Source: an optimization exercise on an open RTL-to-GDS flow (aim: small area, a short achievable clock period and few clock cycles per item). Production flows keep margins and buffers that such runs may drop. The RTL was checked by simulation tests, not by an equivalence proof against the original design.

## convolution
module convolution (
    input wire clk,
    input wire rst,
    input wire start,
    input wire [647:0] input_matrix,
    output reg [647:0] output_matrix,
    output reg done
);
Size: ~12000 cells after synthesis, about 650 flip-flops, roughly 1300 I/O pins, ~190000 um2 of cells after synthesis.
export LEC_CHECK = 0
export CAP_MARGIN = 20
export CORE_MARGIN = 2
export CORE_UTILIZATION = 60
export PLACE_DENSITY = 0.7
export SETUP_SLACK_MARGIN = 3.25
export SLEW_MARGIN = 20
export SYNTH_HIERARCHICAL = 1
export SYNTH_MINIMUM_KEEP_SIZE = 0
create_clock -name core_clock -period 16.0 [get_ports {clk}]
standard.sh (not shown) runs the stock make flow with config.mk's settings and CLKGATE_MAP_FILE= SYNTH_SCRIPT=/design/flow/synth_recipe.tcl, a recipe that flattens the netlist after the stock synthesis.
==> flow/flow/run.sh <==
#!/bin/bash
# Own layout flow: the standard flow (standard.sh, unchanged synthesis), with the
# port buffers that global placement inserts made sky130_fd_sc_hd__buf_1 instead of
# the default pick (a clock delay buffer). Every port still gets its own buffer.
set -euo pipefail
bash standard.sh "BUFFER_PORTS_ARGS=-buffer_cell sky130_fd_sc_hd__buf_1" finish > flow_make.log 2>&1
The starting point completed with no timing, DRC or antenna violations.
Testbench counts at the start, summed over its fixed seeds: cycles 96, items 96.
Rerun with:
Settings changed: CORE_UTILIZATION 60 to 55, PLACE_DENSITY 0.7 to 0.65, SETUP_SLACK_MARGIN 3.25 to 4.
Result: Register-to-register slack is about the same; setup slack improved by 0.68 ns; wire length climbs slightly; via count climbs slightly; first-iteration DRC count drops by a little under a tenth; synthesized area does not change; clock-buffer cell count drops by 4.

---

Another version of the RTL of convolution (not shown whole).
Size: ~12000 cells after synthesis, roughly 650 flip-flops, about 1300 I/O pins, ~0.19 mm2 of cells after synthesis.
clock: 16.0 ns
lec_check: 0
cap_margin: 20
core_margin: 2
core_utilization: 50
place_density: 0.6
slew_margin: 20
synth_hierarchical: 1
synth_minimum_keep_size: 0
run.sh (not shown) runs the stock make flow with config.mk's settings and CLKGATE_MAP_FILE= SYNTH_SCRIPT=/design/flow/synth_recipe.tcl, a recipe that flattens the netlist after the stock synthesis.
Stock flow here: none of the scripts above is used.
Testbench counts at the start, summed over its fixed seeds: cycles 96, items 96.
Edit:
==> flow/flow/run.sh (new file) <==
#!/bin/bash
# Own layout flow: the standard flow (standard.sh, unchanged synthesis), with the
# port buffers that global placement inserts made sky130_fd_sc_hd__buf_1 instead of
# the default pick (a clock delay buffer). Every port still gets its own buffer.
set -euo pipefail
bash standard.sh "BUFFER_PORTS_ARGS=-buffer_cell sky130_fd_sc_hd__buf_1" finish > flow_make.log 2>&1
==> flow/standard.sh (new file) <==
#!/bin/bash
# synth_recipe.tcl (not shown) runs the flow's synth.tcl, then flattens the netlist and writes it again
# the make line also repeats each setting of config.mk as NAME=value (left out here)
make -C /OpenROAD-flow-scripts/flow DESIGN_CONFIG=/design/flow/config.mk WORK_HOME=/design/flow/orfs CLKGATE_MAP_FILE= SYNTH_SCRIPT=/design/flow/synth_recipe.tcl "${@:-finish}"
removed: flow/run.sh
Effect: Die area stays the same; setup slack gains 480 ps; wire length came out lower by 2.2%; area after synthesis does not change; utilization came out lower by 2.1 points; hold slack hardly moves; register-to-register slack hardly moves.

---

RTL: one of the versions met above, not the one the previous note started from.
Size in the first run: about 12000 cells after synthesis, ~650 flip-flops.
==> flow/config.mk <==
export PLATFORM = sky130hd
export DESIGN_NAME = convolution
export DESIGN_NICKNAME = convolution
export VERILOG_FILES = /design/flow/design.v
export SDC_FILE = /design/flow/constraint.sdc
export NUM_CORES = 4
export LEC_CHECK = 0
export CAP_MARGIN = 20
export CORE_MARGIN = 2
export CORE_UTILIZATION = 60
export PLACE_DENSITY = 0.7
export SLEW_MARGIN = 20
export SYNTH_HIERARCHICAL = 1
export SYNTH_MINIMUM_KEEP_SIZE = 0
==> flow/constraint.sdc <==
create_clock -name core_clock -period 16.0 [get_ports {clk}]
set_input_delay 3.2000 -clock core_clock [delete_from_list [all_inputs] [get_ports {clk}]]
set_output_delay 3.2000 -clock core_clock [all_outputs]
set_load 0.01 [all_outputs]
standard.sh (not shown) runs the stock make flow with config.mk's settings and CLKGATE_MAP_FILE= SYNTH_SCRIPT=/design/flow/synth_recipe.tcl, a recipe that flattens the netlist after the stock synthesis.
==> flow/flow/run.sh <==
#!/bin/bash
# Own layout flow: the standard flow (standard.sh, unchanged synthesis), with the
# port buffers that global placement inserts made sky130_fd_sc_hd__buf_1 instead of
# the default pick (a clock delay buffer). Every port still gets its own buffer.
set -euo pipefail
bash standard.sh "BUFFER_PORTS_ARGS=-buffer_cell sky130_fd_sc_hd__buf_1" finish > flow_make.log 2>&1
Testbench counts at the start, summed over its fixed seeds: cycles 96, items 96.
Edit:
Settings changed: SETUP_SLACK_MARGIN set to 4.5.
Effect: The new run finished clean; wire length climbs by 2.9%; cell area came out higher by 11%; hold slack improves by 0.022 ns; via count rises by 4.3%.
Edit:
Settings changed: SETUP_SLACK_MARGIN 4.5 to 3.
Outcome: Die area does not change. Global-route usage fell by 0.30 points. Final cell count decreases by 5.9%. Design area goes down by 10%. Wire length falls by 2.8%.
Edit:
Settings changed: CORE_UTILIZATION 60 to 68, PLACE_DENSITY 0.7 to 0.78, SETUP_SLACK_MARGIN 3 to 4.
=> Via count went up by 4.5%. Non-clock buffer count went up by 653. Cell count went up by 0.59%. Worst hold slack is about the same.

separate check: timing with driven ports:
How much do the figures lean on ideal ports? The routed layouts below were timed once more, with nothing changed but the port constraints. Step 1 sets driving cells, clkbuf_16 on the clock port and buf_2 on the other inputs (assumed; they add their load-dependent delay and slew). Step 2, shift: input delay + t, output delay - t, t = (earliest + latest rising clock arrival at the registers) / 2. This alone moves slack from input paths to output paths. Slacks: ideal ports / drivers / drivers and shift; pairs: ideal ports / drivers.
run | t (ns) | setup slack, ns | worst setup path at the end | cell pins on the clock port's net
the first run of note 1 | 0.969 | 3.404 / 3.345 / 2.376 | input to register | 1
the second run of note 1 | 0.969 | 4.079 / 4.125 / 3.156 | input to register | 1
the first run of note 2 | 0.999 | 1.903 / 1.994 / 0.995 | input to register | 1
the second run of note 2 | 1.004 | 2.385 / 2.387 / 1.383 | input to register | 1
the first run of note 3 | 0.965 | 2.892 / 2.858 / 1.894 | input to register | 1
the second run of note 3 | 0.968 | 4.336 / 4.360 / 3.392 | input to register | 1
the third run of note 3 | 0.967 | 3.202 / 3.200 / 2.234 | input to register | 1
the fourth run of note 3 | 0.959 | 4.052 / 3.979 / 3.021 | input to register | 1
After both steps every run listed still meets setup and hold. For the fourth run of note 3, which loses most, drivers alone change the setup slack by -0.073 ns; drivers and shift together by -1.031 ns.
